This design comes from an exercise in tuning for a short achievable clock period and few clock cycles on the open sky130 flow, not from production work. In this exercise RTL edits were held to simulation tests only and were not proved equivalent to the original. Power figures rest on the tool's default switching activity, not on a simulated workload.

== the reference run ==
// CPU
module CPU(
	input wire [8:0] in_Din,
	input wire in_clk,
	input wire in_re,
	input wire in_run,
	output wire [8:0] out_Addr,
	output wire [8:0] out_Dout,
	output wire out_W
);
make LEC_CHECK=0 ABC_CLOCK_PERIOD_IN_PS=1500 CAP_MARGIN=20 CORE_MARGIN=2 CORE_UTILIZATION=40 GPL_ROUTABILITY_DRIVEN=0 PLACE_DENSITY=0.6 SETUP_SLACK_MARGIN=4.0 SLEW_MARGIN=20 SYNTH_HIERARCHICAL=1 TNS_END_PERCENT=100 finish   # period 6.0 ns
run.sh (not shown) runs the stock make flow with config.mk's settings and CLKGATE_MAP_FILE= SYNTH_SCRIPT=/design/flow/synth_recipe.tcl, a recipe that flattens the netlist after the stock synthesis.
Testbench counts of the reference run, summed over its fixed seeds: cycles 16,059.
Modified inputs, the trial run compared to the reference run
diff --git a/flow/design.v b/flow/design.v
--- a/flow/design.v
+++ b/flow/design.v
@@ -150,25 +150,26 @@
 	reg [8:0] OX, OY;               
 	reg       FX;                   
 	reg       FYo;                  
 	reg [8:0] EPC;                  
 	reg  [8:0] EPC1, EPC2;          
 	wire [8:0] AFT = d_mvic ? EPC2 : EPC1;    
 	reg        s_vy, s_im, s_f1;              
 	reg [8:0] IMM;
 	reg [2:0] LRX;                  
 	reg          CV [0:CN-1];
 	reg [8-CB:0] CT [0:CN-1];
 	reg [8:0]    CD [0:CN-1];
-	assign out_Addr = FA;
+	reg [8:0] FAO;
+	assign out_Addr = FAO;
 	assign out_Dout = DO;
 	assign out_W    = W;
 	wire [8:0] FA1 = FA + 9'd1;
 	wire [8:0] FA2 = FA + 9'd2;
 	wire [8:0] vx, vy;
 	mux_9to1 u_vx  (.s(FX), .a(RES), .b(OX), .y(vx));
 	mux_9to1 u_vy  (.s(FYo), .a(OY), .b(RXS), .y(vy));
 	wire [8:0] sum;
 	addsub_9bit u_alu (.a(vx), .b(vy), .ci(d_sub), .s(sum));
 	reg        GNZ;
 	wire       gnz = GNZ;
 	wire [8:0] zc = {vx[7:0] | vy[7:0], d_sub};
@@ -293,31 +294,36 @@
 		W <= !in_re && in_run && n_w;
 		if (pjr) JT <= RES + 9'd1;
 	end
 	wire [8:0] EA = pj2 ? JT : AFT;
 	wire [8:0] EB, EADDR;
 	wire [8:0] va;
 	mux_9to1 u_va (.s(FYo), .a(OY), .b(RES), .y(va));
 	counter_9bit u_eb (.sa(s_vy), .sb(1'b0), .sc(s_im), .sd(s_f1),
 	                   .a(va), .b(9'd0), .c(IMMP1), .d(FA1), .y(EB));
 	mux_9to1 u_ea (.s(exr), .a(EB), .b(EA), .y(EADDR));
 	wire       go   = !in_re && (in_run || pst);
 	wire       m_im = go && !use_e && dop == 3'b001;
-	wire [8:0] fa_r, fa_d;
+	wire [8:0] fa_r, fa_ro, fa_d, fa_do;
 	counter_9bit u_far (.sa(!in_re && !(in_run || pst)), .sb(go && use_e),
 	                    .sc(go && !use_e && f_jq), .sd(go && !use_e && !f_jq),
 	                    .a(FA), .b(EADDR), .c(QJ), .d(FA1), .y(fa_r));
 	mux_9to1 u_fa (.s(m_im && l_hit), .a(FA2), .b(fa_r), .y(fa_d));
+	counter_9bit u_faro (.sa(!in_re && !(in_run || pst)), .sb(go && use_e),
+	                     .sc(go && !use_e && f_jq), .sd(go && !use_e && !f_jq),
+	                     .a(FA), .b(EADDR), .c(QJ), .d(FA1), .y(fa_ro));
+	mux_9to1 u_fao (.s(m_im && l_hit), .a(FA2), .b(fa_ro), .y(fa_do));
 	always @(posedge in_clk) begin
 		FA <= fa_d;
+		FAO <= fa_do;
 	end
 	reg          FV;
 	reg [8:0]    FP, FD;
 	always @(posedge in_clk) begin
 		FV <= !in_re && in_run && !pst && e_mviu;
 		FP <= EPC;
 		FD <= in_Din;
 	end
 	integer k;
 	always @(posedge in_clk) begin
 		if (in_re) begin
 			for (k = 0; k < CN; k = k + 1) CV[k] <= 1'b0;
Findings:
- The trial run did not stop at any stage, and its layout met the timing, DRC and antenna checks.
- Total CTS buffers, the trial run vs the reference run: up slightly
- Sort the reference run and the trial run by final wirelength, descending, and the trial run comes first.
- Looking at die area, the trial run sits about 2.6% above the reference run.
- In terms of core utilization, the reference run and the trial run differ only marginally.
- The lower final layout net count came out of the reference run.
- Diff the reference run -> the trial run: worst reg2reg path depth has decreased, share of power burned in combinational logic has increased, worst ir drop on vdd has increased.
- The trial run against the reference run; clock net sink count is up slightly.
- Compared to the reference run, the trial run has extra flip-flops.
Testbench counts of the trial run, summed over its fixed seeds: cycles 16,059.

---

Setup of v6:
The RTL this note starts from:
==> flow/design.v <==
module CPU(
	input wire [8:0] in_Din,
	input wire in_clk,
	input wire in_re,
	input wire in_run,
	output wire [8:0] out_Addr,
	output wire [8:0] out_Dout,
	output wire out_W
);
	localparam PH_NORM = 2'd0, PH_LD = 2'd1, PH_ST = 2'd2, PH_JG = 2'd3;
	reg [8:0] FA;         
	reg [8:0] IR;         
	reg       IRV;        
	reg [8:0] EPC1;       
	reg [1:0] ph;         
	reg [2:0] LRX;        
	reg [8:0] R0, R1, R2, R3, R4, R5, R6, G;
	reg [8:0] OX, OY;     
	reg       FX, FY;     
	reg [8:0] RES;        
	reg [8:0] DO;
	reg       W;
	reg d_mv, d_mvi, d_as, d_sub, d_ld, d_st, d_mvnz, d_halt;
	assign out_Addr = FA;
	assign out_Dout = DO;
	assign out_W    = W;
	wire [8:0] FA1 = FA + 9'd1;
	wire [2:0] rx = IR[5:3];
	wire [2:0] dop = in_Din[8:6];
	wire [2:0] dx  = in_Din[5:3];
	wire [2:0] dy  = in_Din[2:0];
	function [8:0] rd;
		input [2:0] i;
		begin
			case (i)
				3'd0: rd = R0;
				3'd1: rd = R1;
				3'd2: rd = R2;
				3'd3: rd = R3;
				3'd4: rd = R4;
				3'd5: rd = R5;
				3'd6: rd = R6;
				default: rd = FA;
			endcase
		end
	endfunction
	function [8:0] rdp;
		input [2:0] i;
		begin
			case (i)
				3'd0: rdp = R0 + 9'd1;
				3'd1: rdp = R1 + 9'd1;
				3'd2: rdp = R2 + 9'd1;
				3'd3: rdp = R3 + 9'd1;
				3'd4: rdp = R4 + 9'd1;
				3'd5: rdp = R5 + 9'd1;
				3'd6: rdp = R6 + 9'd1;
				default: rdp = FA1;
			endcase
		end
	endfunction
	wire [8:0] vx  = FX ? RES : OX;
	wire [8:0] vy  = FY ? RES : OY;
	wire [8:0] sum = d_sub ? (vx - vy) : (vx + vy);
	wire       gnz = |G;
	wire ex   = (ph == PH_NORM) && IRV;
	wire e_wr = ex && (d_mv || d_mvi || d_as || (d_mvnz && gnz));    
	wire e_j  = e_wr && rx == 3'd7;                                 
	wire e_redirect = ex && (d_ld || d_st || d_mvi || d_halt || e_j);
	wire [8:0] e_val = d_mvi ? in_Din : d_as ? sum : vy;
	wire       w_en  = (ph == PH_LD) ? (LRX != 3'd7) : (e_wr && rx != 3'd7);
	wire [2:0] w_sel = (ph == PH_LD) ? LRX : rx;
	wire [8:0] w_val = (ph == PH_LD) ? in_Din : e_val;
	wire f_j = dx == 3'd7 && (dop == 3'b000 || (dop == 3'b110 && gnz && !(ex && d_as)))
	           && !(e_wr && rx == dy);
	always @(posedge in_clk) begin
		if (in_re) begin
			FA <= 9'd0; IR <= 9'd0; IRV <= 1'b0; EPC1 <= 9'd0; ph <= PH_NORM; LRX <= 3'd0;
			R0 <= 9'd0; R1 <= 9'd0; R2 <= 9'd0; R3 <= 9'd0; R4 <= 9'd0; R5 <= 9'd0; R6 <= 9'd0;
			G <= 9'd0; DO <= 9'd0; W <= 1'b0;
			OX <= 9'd0; OY <= 9'd0; FX <= 1'b0; FY <= 1'b0; RES <= 9'd0;
			d_mv <= 1'b0; d_mvi <= 1'b0; d_as <= 1'b0; d_sub <= 1'b0;
			d_ld <= 1'b0; d_st <= 1'b0; d_mvnz <= 1'b0; d_halt <= 1'b0;
		end else begin
			W <= 1'b0;
			if (ph == PH_ST) begin
				ph <= PH_NORM;
				FA <= EPC1;
			end else if (in_run) begin
				if (w_en) begin
					case (w_sel)
						3'd0: R0 <= w_val;
						3'd1: R1 <= w_val;
						3'd2: R2 <= w_val;
						3'd3: R3 <= w_val;
						3'd4: R4 <= w_val;
						3'd5: R5 <= w_val;
						default: R6 <= w_val;
					endcase
					RES <= w_val;
				end
				if (ex && d_as) G <= sum;
				if (ph == PH_LD) begin
					ph <= PH_NORM;
					FX <= IR[5:3] == LRX;
					FY <= IR[2:0] == LRX;
					if (LRX == 3'd7) begin
						FA <= in_Din + 9'd1; IRV <= 1'b0;
					end else
						FA <= EPC1;
				end else if (ph == PH_JG) begin
					ph <= PH_NORM;
					FA <= G + 9'd1;
				end else if (e_redirect) begin
					if (d_halt) begin
					end else if (d_ld || d_st) begin
						FA <= vy;
						LRX <= rx;
						if (d_st) begin
							ph <= PH_ST; W <= 1'b1; DO <= vx;
						end else
							ph <= PH_LD;
						IR <= in_Din; EPC1 <= FA1; IRV <= 1'b1;
						OX <= rd(dx); OY <= rd(dy); FX <= 1'b0; FY <= 1'b0;
						d_mv <= dop == 3'b000; d_mvi <= dop == 3'b001;
						d_as <= dop[2:1] == 2'b01; d_sub <= dop == 3'b011;
						d_ld <= dop == 3'b100; d_st <= dop == 3'b101;
						d_mvnz <= dop == 3'b110; d_halt <= dop == 3'b111;
					end else if (e_j) begin
						IRV <= 1'b0;
						if (d_as) ph <= PH_JG;
						else FA <= e_val + 9'd1;
					end else begin
						IRV <= 1'b0;
						FA <= FA1;
					end
				end else if (f_j) begin
					IRV <= 1'b0;
					FA <= rdp(dy);
				end else begin
					IR <= in_Din; EPC1 <= FA1; IRV <= 1'b1;
					FA <= FA1;
					OX <= rd(dx); OY <= rd(dy);
					FX <= w_en && w_sel == dx;
					FY <= w_en && w_sel == dy;
					d_mv <= dop == 3'b000; d_mvi <= dop == 3'b001;
					d_as <= dop[2:1] == 2'b01; d_sub <= dop == 3'b011;
					d_ld <= dop == 3'b100; d_st <= dop == 3'b101;
					d_mvnz <= dop == 3'b110; d_halt <= dop == 3'b111;
				end
			end
		end
	end
endmodule
==> flow/config.mk <==
export PLATFORM = sky130hd
export DESIGN_NAME = CPU
export DESIGN_NICKNAME = CPU
export VERILOG_FILES = /design/flow/design.v
export SDC_FILE = /design/flow/constraint.sdc
export NUM_CORES = 4
export LEC_CHECK = 0
export ABC_CLOCK_PERIOD_IN_PS = 1500
export CAP_MARGIN = 20
export CORE_MARGIN = 2
export CORE_UTILIZATION = 40
export PLACE_DENSITY = 0.6
export SETUP_SLACK_MARGIN = 4.0
export SLEW_MARGIN = 20
export TNS_END_PERCENT = 100
==> flow/constraint.sdc <==
create_clock -name core_clock -period 6.0 [get_ports {in_clk}]
set_input_delay 1.2000 -clock core_clock [delete_from_list [all_inputs] [get_ports {in_clk}]]
set_output_delay 1.2000 -clock core_clock [all_outputs]
set_load 0.01 [all_outputs]
Testbench counts of v6, summed over its fixed seeds: cycles 18,339.
Here is what was changed in the inputs of v7 compared with v6.
-- flow/design.v --
<<< v6, line 21
	reg [8:0] DO;
	reg       W;
	reg d_mv, d_mvi, d_as, d_sub, d_ld, d_st, d_mvnz, d_halt;
	assign out_Addr = FA;
>>> v7, line 21
	reg [8:0] DO;
	reg       W;
	localparam CN = 16, CB = 4;
	reg          CV [0:CN-1];
	reg  [8-CB:0] CT [0:CN-1];
	reg  [8:0]   CD [0:CN-1];
	reg        IMMV;      
	reg  [8:0] IMM;
	reg  [8:0] EPC;       
	reg d_mv, d_mvi, d_as, d_sub, d_ld, d_st, d_mvnz, d_halt;
	assign out_Addr = FA;
<<< v6, line 67
	wire e_wr = ex && (d_mv || d_mvi || d_as || (d_mvnz && gnz));    
	wire e_j  = e_wr && rx == 3'd7;                                 
	wire e_redirect = ex && (d_ld || d_st || d_mvi || d_halt || e_j);
	wire [8:0] e_val = d_mvi ? in_Din : d_as ? sum : vy;
	wire       w_en  = (ph == PH_LD) ? (LRX != 3'd7) : (e_wr && rx != 3'd7);
	wire [2:0] w_sel = (ph == PH_LD) ? LRX : rx;
>>> v7, line 74
	wire e_wr = ex && (d_mv || d_mvi || d_as || (d_mvnz && gnz));    
	wire e_j  = e_wr && rx == 3'd7;                                 
	wire e_redirect = ex && (d_ld || d_st || (d_mvi && !IMMV) || d_halt || e_j);
	wire c_wr = ex && d_mvi && !IMMV;    
	wire [CB-1:0] l_idx = FA[CB-1:0];
	wire       l_hit = CV[l_idx] && CT[l_idx] == FA[8:CB];
	wire       f_mvic = dop == 3'b001 && l_hit;   
	wire [8:0] imm_val = IMMV ? IMM : in_Din;
	wire [8:0] e_val = d_mvi ? imm_val : d_as ? sum : vy;
	wire       w_en  = (ph == PH_LD) ? (LRX != 3'd7) : (e_wr && rx != 3'd7);
	wire [2:0] w_sel = (ph == PH_LD) ? LRX : rx;
<<< v6, line 74
	wire f_j = dx == 3'd7 && (dop == 3'b000 || (dop == 3'b110 && gnz && !(ex && d_as)))
	           && !(e_wr && rx == dy);
	always @(posedge in_clk) begin
		if (in_re) begin
			FA <= 9'd0; IR <= 9'd0; IRV <= 1'b0; EPC1 <= 9'd0; ph <= PH_NORM; LRX <= 3'd0;
			R0 <= 9'd0; R1 <= 9'd0; R2 <= 9'd0; R3 <= 9'd0; R4 <= 9'd0; R5 <= 9'd0; R6 <= 9'd0;
>>> v7, line 86
	wire f_j = dx == 3'd7 && (dop == 3'b000 || (dop == 3'b110 && gnz && !(ex && d_as)))
	           && !(e_wr && rx == dy);
	integer k;
	always @(posedge in_clk) begin
		if (in_re) begin
			for (k = 0; k < CN; k = k + 1) CV[k] <= 1'b0;
		end else if (in_run && c_wr) begin
			CV[EPC[CB-1:0]] <= 1'b1;
		end
	end
	always @(posedge in_clk) begin
		if (!in_re && in_run && c_wr) begin
			CT[EPC[CB-1:0]] <= EPC[8:CB];
			CD[EPC[CB-1:0]] <= in_Din;
		end
	end
	always @(posedge in_clk) begin
		if (in_re) begin
			IMMV <= 1'b0; IMM <= 9'd0; EPC <= 9'd0;
			FA <= 9'd0; IR <= 9'd0; IRV <= 1'b0; EPC1 <= 9'd0; ph <= PH_NORM; LRX <= 3'd0;
			R0 <= 9'd0; R1 <= 9'd0; R2 <= 9'd0; R3 <= 9'd0; R4 <= 9'd0; R5 <= 9'd0; R6 <= 9'd0;
<<< v6, line 86
			if (ph == PH_ST) begin
				ph <= PH_NORM;
				FA <= EPC1;
			end else if (in_run) begin
				if (w_en) begin
>>> v7, line 113
			if (ph == PH_ST) begin
				ph <= PH_NORM;
				FA <= IMMV ? EPC1 + 9'd1 : EPC1;
			end else if (in_run) begin
				if (w_en) begin
<<< v6, line 108
						FA <= in_Din + 9'd1; IRV <= 1'b0;
					end else
						FA <= EPC1;
				end else if (ph == PH_JG) begin
					ph <= PH_NORM;
>>> v7, line 135
						FA <= in_Din + 9'd1; IRV <= 1'b0;
					end else
						FA <= IMMV ? EPC1 + 9'd1 : EPC1;
				end else if (ph == PH_JG) begin
					ph <= PH_NORM;
<<< v6, line 121
						end else
							ph <= PH_LD;
						IR <= in_Din; EPC1 <= FA1; IRV <= 1'b1;
						OX <= rd(dx); OY <= rd(dy); FX <= 1'b0; FY <= 1'b0;
						d_mv <= dop == 3'b000; d_mvi <= dop == 3'b001;
>>> v7, line 148
						end else
							ph <= PH_LD;
						IR <= in_Din; EPC1 <= FA1; IRV <= 1'b1; EPC <= FA;
						IMMV <= f_mvic; IMM <= CD[l_idx];
						OX <= rd(dx); OY <= rd(dy); FX <= 1'b0; FY <= 1'b0;
						d_mv <= dop == 3'b000; d_mvi <= dop == 3'b001;
<<< v6, line 139
					FA <= rdp(dy);
				end else begin
					IR <= in_Din; EPC1 <= FA1; IRV <= 1'b1;
					FA <= FA1;
					OX <= rd(dx); OY <= rd(dy);
					FX <= w_en && w_sel == dx;
>>> v7, line 167
					FA <= rdp(dy);
				end else begin
					IR <= in_Din; EPC1 <= FA1; IRV <= 1'b1; EPC <= FA;
					IMMV <= f_mvic; IMM <= CD[l_idx];
					FA <= f_mvic ? FA + 9'd2 : FA1;
					OX <= rd(dx); OY <= rd(dy);
					FX <= w_en && w_sel == dx;
Compared to v6, v7 has count of flip-flops with a built-in enable after synthesis 224 higher.
Compare v7 and v6 | first-pass GRT wire length lower: v6
The clock share of power in v7 sits 2.9 points above the value recorded for v6.
Comparing v7 and v6, the higher clock-cell share of area is on v7.
Routability congestion estimate, v7 vs v6: down by a few percent
Sort v7 and v6 by total detailed-routing wirelength desc -> top: v7
The die height in v7 was higher than what v6 gave.
Synthesized cell count delta for v7 relative to v6: 49% higher
Layout overhead on the synthesized area: v7 and v6 compared, lower one is v7
Placeable core region was lower in the run labelled v6.
Testbench counts of v7, summed over its fixed seeds: cycles 16,833.

## re-timing with driven ports
In the flow no input, the clock included, has a driving cell. The finished layouts below were timed again as built, in two steps.
Step 1 sets driving cells, clkbuf_16 on the clock port and buf_2 on the other inputs (assumed; they add their load-dependent delay and slew).
Step 2, shift: input delay + t, output delay - t, t = (earliest + latest rising clock arrival at the registers) / 2. This alone moves slack from input paths to output paths.
Slacks: ideal / step 1 / step 2; pairs: ideal / step 1.
| run | t, ns | setup WS [ns] | worst hold slack (ns) | worst slew at a driven data input, ns | cell pins on the clock port's net |
|---|---|---|---|---|---|
| the reference run | 0.690 | 3.436 / 3.369 / 2.834 | 0.335 / 0.335 / 0.335 | 0.15 | 1 |
| the trial run | 0.689 | 3.366 / 3.255 / 2.566 | 0.336 / 0.336 / 0.336 | 0.34 | 1 |
| v6 | 0.491 | 2.454 / 2.454 / 2.266 | 0.468 / 0.468 / 0.468 | 0.06 | 1 |
| v7 | 0.645 | 2.311 / 2.311 / 1.851 | 0.447 / 0.447 / 0.447 | 0.15 | 1 |
After both steps setup and hold are still met in every run listed. For the trial run, which loses most, drivers alone change the setup slack by -0.111 ns; drivers and shift together by -0.800 ns.
